Background: an optimization exercise with open tools, aiming at small area, a short achievable clock period and few clock cycles per item. Do not read the settings as production practice.
RTL that was checked went through simulation tests only; none was proved equivalent to the original.

== job 672 ==
## melendez_mult
module melendez_mult (rst, clk, multiplier, multiplicand, product, done);
clock: 5.0 ns
lec_check: 0
cap_margin: 20
core_margin: 2
core_utilization: 40
setup_slack_margin: 2.5
slew_margin: 20
synth_hierarchical: 1
synth_minimum_keep_size: 0
standard.sh (not shown) runs the stock make flow with config.mk's settings and CLKGATE_MAP_FILE= SYNTH_SCRIPT=/design/flow/synth_recipe.tcl, a recipe that flattens the netlist after the stock synthesis.
==> flow/flow/run.sh <==
#!/bin/bash
set -euo pipefail
export BUFFER_PORTS_ARGS="-buffer_cell sky130_fd_sc_hd__buf_2"
bash standard.sh > standard_flow.log 2>&1
Job 672 completed every stage of the flow, and the final layout passed the timing, design-rule and antenna checks.
The inputs of job 6287 differ from those of job 672 as listed below.
- SETUP_SLACK_MARGIN now 2.0, was 2.5
==> summary.txt <==
Count of inverters other than clock inverters in the layout was higher in the run labelled job 672. Job 672 reports its worst setup path startpoint as s_q[4] while job 6287 reports s_q[2]. Of job 6287 and job 672, it is job 6287 that has the lower number of nets at the end of the flow. From job 6287 to job 672, effective utilization at floorplan did not move at all.
Relative to job 6287, the following input files were edited for job 6602:
- changing SETUP_SLACK_MARGIN from 2.0 to 1.5
Results
Job 6602 against job 6287: maximum fanout count along the critical path grew by 1; vias after detailed routing went down 464; flip-flop and latch area level. For the sequential share of layout area, job 6602 came in 2.4 points higher than job 6287 did. Mean routed wirelength per cell delta for job 6602 relative to job 6287: 14% lower.
## Diff of input files: job 4503 against job 6602
- swapping 40 for 65 in CORE_UTILIZATION
==> comparison <==
Area overhead of the layout relative to synthesis was lower in the run labelled job 4503.
Total length of routed met2 wires was higher in the run labelled job 4503.
The instance count after placement with tap cells included number comes out higher for job 6602 vs job 4503.
First-pass GRT wire length (higher): job 4503
[job 4503 vs job 6602] met1 global-route usage: higher in job 4503
Sequential cell area share was higher in the run labelled job 4503.
| total routed wirelength | job 4503 vs job 6602 | worse |
Function was not checked in any run of this note: the RTL went through the layout flow alone.

---

Setup of the baseline:
melendez_mult, a different RTL version from the one above (not shown whole).
Size: about 1000 cells after synthesis, roughly 12000 um2 of cells after synthesis.
// melendez_mult
module melendez_mult (rst, clk, multiplier, multiplicand, product, done);
Settings: LEC_CHECK=0, CAP_MARGIN=20, CORE_MARGIN=2, CORE_UTILIZATION=50, CTS_BUF_LIST=sky130_fd_sc_hd__clkbuf_4 sky130_fd_sc_hd__clkbuf_8, SETUP_SLACK_MARGIN=1.0, SLEW_MARGIN=20, SYNTH_HIERARCHICAL=1, SYNTH_MINIMUM_KEEP_SIZE=0; clock period 5.0 ns.
==> flow/flow/run.sh <==
#!/bin/bash
set -euo pipefail
export BUFFER_PORTS_ARGS="-buffer_cell sky130_fd_sc_hd__buf_2"
bash standard.sh synth > flow_synth.log 2>&1
odb=orfs/results/sky130hd/melendez_mult/base/1_synth.odb
openroad -no_init -exit flow/downsize.tcl > flow_downsize.log 2>&1
bash standard.sh > flow_layout.log 2>&1
==> flow/flow/downsize.tcl <==
# Set every logic gate of the synthesized netlist to the smallest drive strength of
# its family (flip-flops, adders, buffers, inverters and tie cells are left alone).
set odb orfs/results/sky130hd/melendez_mult/base/1_synth.odb
read_db $odb
set db [ord::get_db]
set block [ord::get_db_block]
set n 0
set before 0.0
set after 0.0
foreach inst [$block getInsts] {
  set m [$inst getMaster]
  set name [$m getName]
  if {![regexp {^(sky130_fd_sc_hd__([a-z0-9]+))_([0-9]+)$} $name -> base fam drive]} { continue }
  if {[regexp {^(buf|inv|clkbuf|clkinv|clkinvlp|dfxtp|edfxtp|dfxbp|dfrtp|dfstp|fa|ha|conb|dlygate|clkdlybuf|dlymetal|bufbuf|lpflow|tap|fill|decap|mux2i|mux2)} $fam]} { continue }
  set best ""
  foreach d {1 0} {
    set cand [$db findMaster ${base}_$d]
    if {$cand != "NULL"} { set best $cand; break }
  }
  if {$best == "" || [$best getName] == $name} { continue }
  set before [expr {$before + [$m getWidth] * [$m getHeight] / 1e6}]
  set after [expr {$after + [$best getWidth] * [$best getHeight] / 1e6}]
  if {[$inst swapMaster $best]} { incr n }
}
puts "downsized $n instances: area $before -> $after um2"
write_db $odb
The flow did not stop early for the baseline: all stages ran, and the layout cleared the timing, design-rule and antenna checks.
Testbench counts of the baseline, summed over its fixed seeds: cycles 2,296, products 384.
Here is what was changed in the inputs of the candidate compared with the baseline.
Settings: CORE_UTILIZATION now 40, was 50.
- | setup slack | higher: the candidate |
- Between the candidate and the baseline, the register-to-register path setup slack is lower for the baseline.
- The candidate ends up with a total routed wirelength that is about 1.5% lower than in the baseline.

---

Another version of the RTL of melendez_mult (not shown whole).
export LEC_CHECK = 0
export CAP_MARGIN = 20
export CORE_MARGIN = 2
export CORE_UTILIZATION = 40
export SETUP_SLACK_MARGIN = 1.0
export SLEW_MARGIN = 20
export SYNTH_HIERARCHICAL = 1
export SYNTH_MINIMUM_KEEP_SIZE = 0
create_clock -name core_clock -period 5.0 [get_ports {clk}]
==> flow/flow/run.sh <==
#!/bin/bash
set -euo pipefail
export BUFFER_PORTS_ARGS="-buffer_cell sky130_fd_sc_hd__buf_2"
bash standard.sh > standard_flow.log 2>&1
The baseline completed with no timing, DRC or antenna violations.
Testbench counts at the start, summed over its fixed seeds: cycles 2,680, products 384.
Change:
SETUP_SLACK_MARGIN = 1.5   (was 1.0)
Result: The changed run produced a clean layout. Design area increases by roughly a tenth. Non-clock buffer count increases by 46. Flip-flop and latch count does not change. Count of clock-buffer cells in the layout does not change. Sequential share of layout area decreases by 2.8 points. Setup slack is better by 170 ps. Die area does not change. Wire length increases by a quarter to a third.
Change:
CTS_BUF_LIST = sky130_fd_sc_hd__clkbuf_8   (was not set)
SETUP_SLACK_MARGIN = 1.25   (was 1.5)
=> Setup slack gains 10 ps. Cell area fell by 8.1%. Non-clock buffer count came out lower by 21. Sequential cell count stays the same. Wire length falls by 19%. Synthesized area is unchanged.

---

Another version of the RTL of melendez_mult (not shown whole).
Size: roughly 1000 cells after synthesis, about 130 I/O pins, ~0.012 mm² of cells after synthesis.
// melendez_mult
module melendez_mult (rst, clk, multiplier, multiplicand, product, done);
  input rst, clk;
  input [31:0] multiplier, multiplicand;
  output [63:0] product;
  output done;
  reg [1:0] cnt;                
  reg done_q;                   
  reg first_q;                  
  reg [8:0] dig_q;              
  reg [32:0] s_q;           
  reg [32:0] c_q;           
  reg [7:0] pa_q, pb_q;         
  reg neg3_q;                   
  reg [23:0] lo_q;              
  assign done = done_q;
  wire [8:0] dig = first_q ? {multiplier[8:1], 1'b0} : dig_q;
  reg [8:0] dig_next;
  always @(*)
    case (cnt)
      2'd0: dig_next = multiplier[16:8];
      2'd1: dig_next = multiplier[24:16];
      2'd2: dig_next = {1'b0, multiplier[31:24]};
      default: dig_next = 9'd0;
    endcase
  wire [3:0] one, two, neg, negn;
  wire [32:0] a_ext = {1'b0, multiplicand};
  wire [32:0] a_sh = {multiplicand, 1'b0};
  ...
==> flow/config.mk <==
export PLATFORM = sky130hd
export DESIGN_NAME = melendez_mult
export DESIGN_NICKNAME = melendez_mult
export VERILOG_FILES = /design/flow/design.v
export SDC_FILE = /design/flow/constraint.sdc
export NUM_CORES = 4
export LEC_CHECK = 0
export CAP_MARGIN = 20
export CORE_MARGIN = 2
export CORE_UTILIZATION = 40
export CTS_BUF_LIST = sky130_fd_sc_hd__clkbuf_4 sky130_fd_sc_hd__clkbuf_8
export SETUP_SLACK_MARGIN = 0.9
export SLEW_MARGIN = 20
export SYNTH_HIERARCHICAL = 1
export SYNTH_MINIMUM_KEEP_SIZE = 0
==> flow/constraint.sdc <==
create_clock -name core_clock -period 5.0 [get_ports {clk}]
set_input_delay 1.0000 -clock core_clock [delete_from_list [all_inputs] [get_ports {clk}]]
set_output_delay 1.0000 -clock core_clock [all_outputs]
set_load 0.01 [all_outputs]
==> flow/flow/run.sh <==
#!/bin/bash
set -euo pipefail
export BUFFER_PORTS_ARGS="-buffer_cell sky130_fd_sc_hd__buf_2"
bash standard.sh synth > flow_synth.log 2>&1
odb=orfs/results/sky130hd/melendez_mult/base/1_synth.odb
openroad -no_init -exit flow/downsize.tcl > flow_downsize.log 2>&1
bash standard.sh > flow_layout.log 2>&1
Scripts as last shown in full above: flow/flow/downsize.tcl
Testbench counts at the start, summed over its fixed seeds: cycles 2,296, products 384.
Next try:
==> flow/flow/run.sh (replaced) <==
#!/bin/bash
set -euo pipefail
export BUFFER_PORTS_ARGS="-buffer_cell sky130_fd_sc_hd__buf_2"
bash standard.sh > standard_flow.log 2>&1
Settings changed: ABC_AREA set to 1, CTS_BUF_LIST sky130_fd_sc_hd__clkbuf_4 sky130_fd_sc_hd__clkbuf_8 to not set, SETUP_SLACK_MARGIN 0.9 to 1.25.
removed: flow/flow/downsize.tcl
Outcome: The new run finished with timing, DRC and antenna clean; count of clock-buffer cells in the layout stays the same; sequential share of layout area falls by 5.6 points; wire length rose by 31%; die area rises by about 20%; utilization came out higher by 2.6 points; synthesized cell count rises by about 100%; cell count goes up by about 70%; critical path depth is higher by 3.
Next try:
Settings changed: ABC_AREA 1 to not set, SETUP_SLACK_MARGIN 1.25 to 1.0.
After rerunning: The changed run ran to the end with no violations; cell count drops by well over a third; critical path depth fell by 3; final area fell by roughly a tenth; setup slack gets worse by 0.23 ns.

---

Starting RTL as in the previous note.
Settings: LEC_CHECK=0, CAP_MARGIN=20, CORE_MARGIN=2, CORE_UTILIZATION=40, SETUP_SLACK_MARGIN=1.0, SLEW_MARGIN=20, SYNTH_HIERARCHICAL=1, SYNTH_MINIMUM_KEEP_SIZE=0; clock period 5.0 ns.
==> flow/flow/run.sh <==
#!/bin/bash
set -euo pipefail
export BUFFER_PORTS_ARGS="-buffer_cell sky130_fd_sc_hd__buf_2"
bash standard.sh synth > flow_synth.log 2>&1
odb=orfs/results/sky130hd/melendez_mult/base/1_synth.odb
openroad -no_init -exit flow/downsize.tcl > flow_downsize.log 2>&1
bash standard.sh > flow_layout.log 2>&1
==> flow/flow/downsize.tcl <==
# Set every logic gate of the synthesized netlist to the smallest drive strength of
# its family (flip-flops, adders, buffers, inverters and tie cells are left alone).
set odb orfs/results/sky130hd/melendez_mult/base/1_synth.odb
read_db $odb
set db [ord::get_db]
set block [ord::get_db_block]
set n 0
set before 0.0
set after 0.0
foreach inst [$block getInsts] {
  set m [$inst getMaster]
  set name [$m getName]
  if {![regexp {^(sky130_fd_sc_hd__([a-z0-9]+))_([0-9]+)$} $name -> base fam drive]} { continue }
  if {[regexp {^(buf|inv|clkbuf|clkinv|clkinvlp|dfxtp|edfxtp|dfxbp|dfrtp|dfstp|fa|ha|conb|dlygate|clkdlybuf|dlymetal|bufbuf|lpflow|tap|fill|decap|mux2i|mux2)} $fam]} { continue }
  set best ""
  foreach d {1 0} {
    set cand [$db findMaster ${base}_$d]
    if {$cand != "NULL"} { set best $cand; break }
  }
  if {$best == "" || [$best getName] == $name} { continue }
  set before [expr {$before + [$m getWidth] * [$m getHeight] / 1e6}]
  set after [expr {$after + [$best getWidth] * [$best getHeight] / 1e6}]
  if {[$inst swapMaster $best]} { incr n }
}
puts "downsized $n instances: area $before -> $after um2"
write_db $odb
The starting point finished with timing, DRC and antenna clean.
Testbench counts at the start, summed over its fixed seeds: cycles 2,296, products 384.
Edit:
Settings changed: SETUP_SLACK_MARGIN 1.0 to 0.75.
Result: Fmax came out lower by 3.2%; count of clock-buffer cells in the layout does not change; area after synthesis is unchanged; die area is unchanged.
Edit:
==> flow/flow/run.sh (replaced) <==
#!/bin/bash
set -euo pipefail
export BUFFER_PORTS_ARGS="-buffer_cell sky130_fd_sc_hd__buf_2"
bash standard.sh > standard_flow.log 2>&1
Settings changed: SETUP_SLACK_MARGIN 0.75 to 1.25.
removed: flow/flow/downsize.tcl
- worst setup slack improves by 0.35 ns
- area after synthesis is higher by 9.0%
- via count is higher by 1.8%
- final area is higher by 19%
- final cell count is higher by 3.8%
- register-to-register slack improves by 0.34 ns
- routed wire length is higher by 11%
- count of clock-buffer cells in the layout does not change
- hold slack barely changes
Edit:
==> flow/flow/run.sh (replaced) <==
#!/bin/bash
set -euo pipefail
export BUFFER_PORTS_ARGS="-buffer_cell sky130_fd_sc_hd__buf_2"
bash standard.sh synth > flow_synth.log 2>&1
odb=orfs/results/sky130hd/melendez_mult/base/1_synth.odb
openroad -no_init -exit flow/downsize.tcl > flow_downsize.log 2>&1
bash standard.sh > flow_layout.log 2>&1
==> flow/flow/downsize.tcl (new file) <==
# Set every logic gate of the synthesized netlist to the smallest drive strength of
# its family (flip-flops, adders, buffers, inverters and tie cells are left alone).
set odb orfs/results/sky130hd/melendez_mult/base/1_synth.odb
read_db $odb
set db [ord::get_db]
set block [ord::get_db_block]
set n 0
set before 0.0
set after 0.0
foreach inst [$block getInsts] {
  set m [$inst getMaster]
  set name [$m getName]
  if {![regexp {^(sky130_fd_sc_hd__([a-z0-9]+))_([0-9]+)$} $name -> base fam drive]} { continue }
  if {[regexp {^(buf|inv|clkbuf|clkinv|clkinvlp|dfxtp|edfxtp|dfxbp|dfrtp|dfstp|fa|ha|conb|dlygate|clkdlybuf|dlymetal|bufbuf|lpflow|tap|fill|decap|mux2i|mux2)} $fam]} { continue }
  set best ""
  foreach d {1 0} {
    set cand [$db findMaster ${base}_$d]
    if {$cand != "NULL"} { set best $cand; break }
  }
  if {$best == "" || [$best getName] == $name} { continue }
  set before [expr {$before + [$m getWidth] * [$m getHeight] / 1e6}]
  set after [expr {$after + [$best getWidth] * [$best getHeight] / 1e6}]
  if {[$inst swapMaster $best]} { incr n }
}
puts "downsized $n instances: area $before -> $after um2"
write_db $odb
Settings changed: CTS_BUF_LIST set to sky130_fd_sc_hd__clkbuf_4 sky130_fd_sc_hd__clkbuf_8, SETUP_SLACK_MARGIN 1.25 to 1.0.
Outcome: Via count went down by 1.6%; design area went down by 15%; critical path depth went down by 1; global-route usage went up by 0.78 points; sequential share of layout area went up by 3.8 points; core utilization went down by 4.6 points.
Edit:
Settings changed: CTS_BUF_LIST sky130_fd_sc_hd__clkbuf_4 sky130_fd_sc_hd__clkbuf_8 to unset, SETUP_SLACK_MARGIN 1.0 to 1.25.
The changed run went through all stages and came out clean.
Sequential share of layout area went down by 1.8 points.
Fmax increases by a few percent.
Utilization rose by 3.8 points.
Worst setup slack is better by 0.15 ns.
Routed wire length stays flat.
Edit:
Settings changed: CTS_BUF_LIST set to sky130_fd_sc_hd__clkbuf_4 sky130_fd_sc_hd__clkbuf_8, SETUP_SLACK_MARGIN 1.25 to 1.1.
Effect: Final area came out lower by a few percent. Non-clock buffer count drops by 16.

## what the ideal ports hide
The flow's constraints put no driver on any port. The routed layouts listed below were extracted and timed again, unchanged, in two steps. Step 1 assumes that a clkbuf_16 drives the clock port and a buf_2 every other input. Step 2 adds t to the input delays and takes it off the output delays; t is the mean of the earliest and latest rising clock arrival at the registers after step 1. Input paths then give back, and output paths get back, about the clock's delay inside the block. Three values: no drivers, after step 1, after step 2; two values: the first two.
| run | shift t [ns] | setup WS [ns] | hold slack, ns | worst data-port slew with drivers (ns) | cell pins on the clock port's net |
|---|---|---|---|---|---|
| job 672 | 0.412 | 1.418 / 1.369 / 1.495 | 0.588 / 0.588 / 0.588 | 0.07 | 1 |
| job 6287 | 0.411 | 1.443 / 1.396 / 1.504 | 0.570 / 0.570 / 0.570 | 0.06 | 1 |
| job 6602 | 0.407 | 1.517 / 1.469 / 1.348 | 0.568 / 0.568 / 0.568 | 0.03 | 1 |
| job 4503 | 0.410 | 1.449 / 1.404 / 1.408 | 0.576 / 0.576 / 0.576 | 0.05 | 1 |
| the baseline | 0.506 | 1.036 / 0.995 / 0.547 | 0.564 / 0.564 / 0.564 | 0.05 | 1 |
| the candidate | 0.493 | 1.074 / 1.056 / 0.597 | 0.601 / 0.601 / 0.601 | 0.07 | 1 |
| the first run of note 3 | 0.473 | 1.116 / 1.067 / 0.894 | 0.572 / 0.572 / 0.572 | 0.04 | 1 |
| the second run of note 3 | 0.475 | 1.282 / 1.234 / 1.045 | 0.565 / 0.565 / 0.565 | 0.04 | 1 |
| the third run of note 3 | 0.503 | 1.292 / 1.246 / 0.999 | 0.574 / 0.574 / 0.574 | 0.04 | 1 |
| the first run of note 4 | 0.498 | 0.983 / 0.958 / 0.500 | 0.583 / 0.583 / 0.583 | 0.04 | 1 |
| the second run of note 4 | 0.476 | 1.295 / 1.252 / 0.826 | 0.500 / 0.500 / 0.500 | 0.05 | 1 |
| the third run of note 4 | 0.469 | 1.064 / 1.019 / 0.638 | 0.559 / 0.559 / 0.559 | 0.07 | 1 |
| the first run of note 5 | 0.474 | 1.052 / 1.003 / 0.673 | 0.579 / 0.579 / 0.579 | 0.04 | 1 |
| the second run of note 5 | 0.475 | 0.922 / 0.872 / 0.473 | 0.560 / 0.560 / 0.560 | 0.04 | 1 |
| the third run of note 5 | 0.480 | 1.272 / 1.221 / 0.815 | 0.557 / 0.557 / 0.557 | 0.07 | 1 |
| the fourth run of note 5 | 0.501 | 1.093 / 1.046 / 0.622 | 0.583 / 0.583 / 0.583 | 0.05 | 1 |
| the fifth run of note 5 | 0.471 | 1.239 / 1.191 / 0.829 | 0.558 / 0.558 / 0.558 | 0.04 | 1 |
| the sixth run of note 5 | 0.510 | 1.119 / 1.078 / 0.693 | 0.569 / 0.569 / 0.569 | 0.06 | 1 |
After both steps every run listed still meets setup and hold. For the baseline, which loses most, drivers alone change the setup slack by -0.041 ns; drivers and shift together by -0.489 ns.
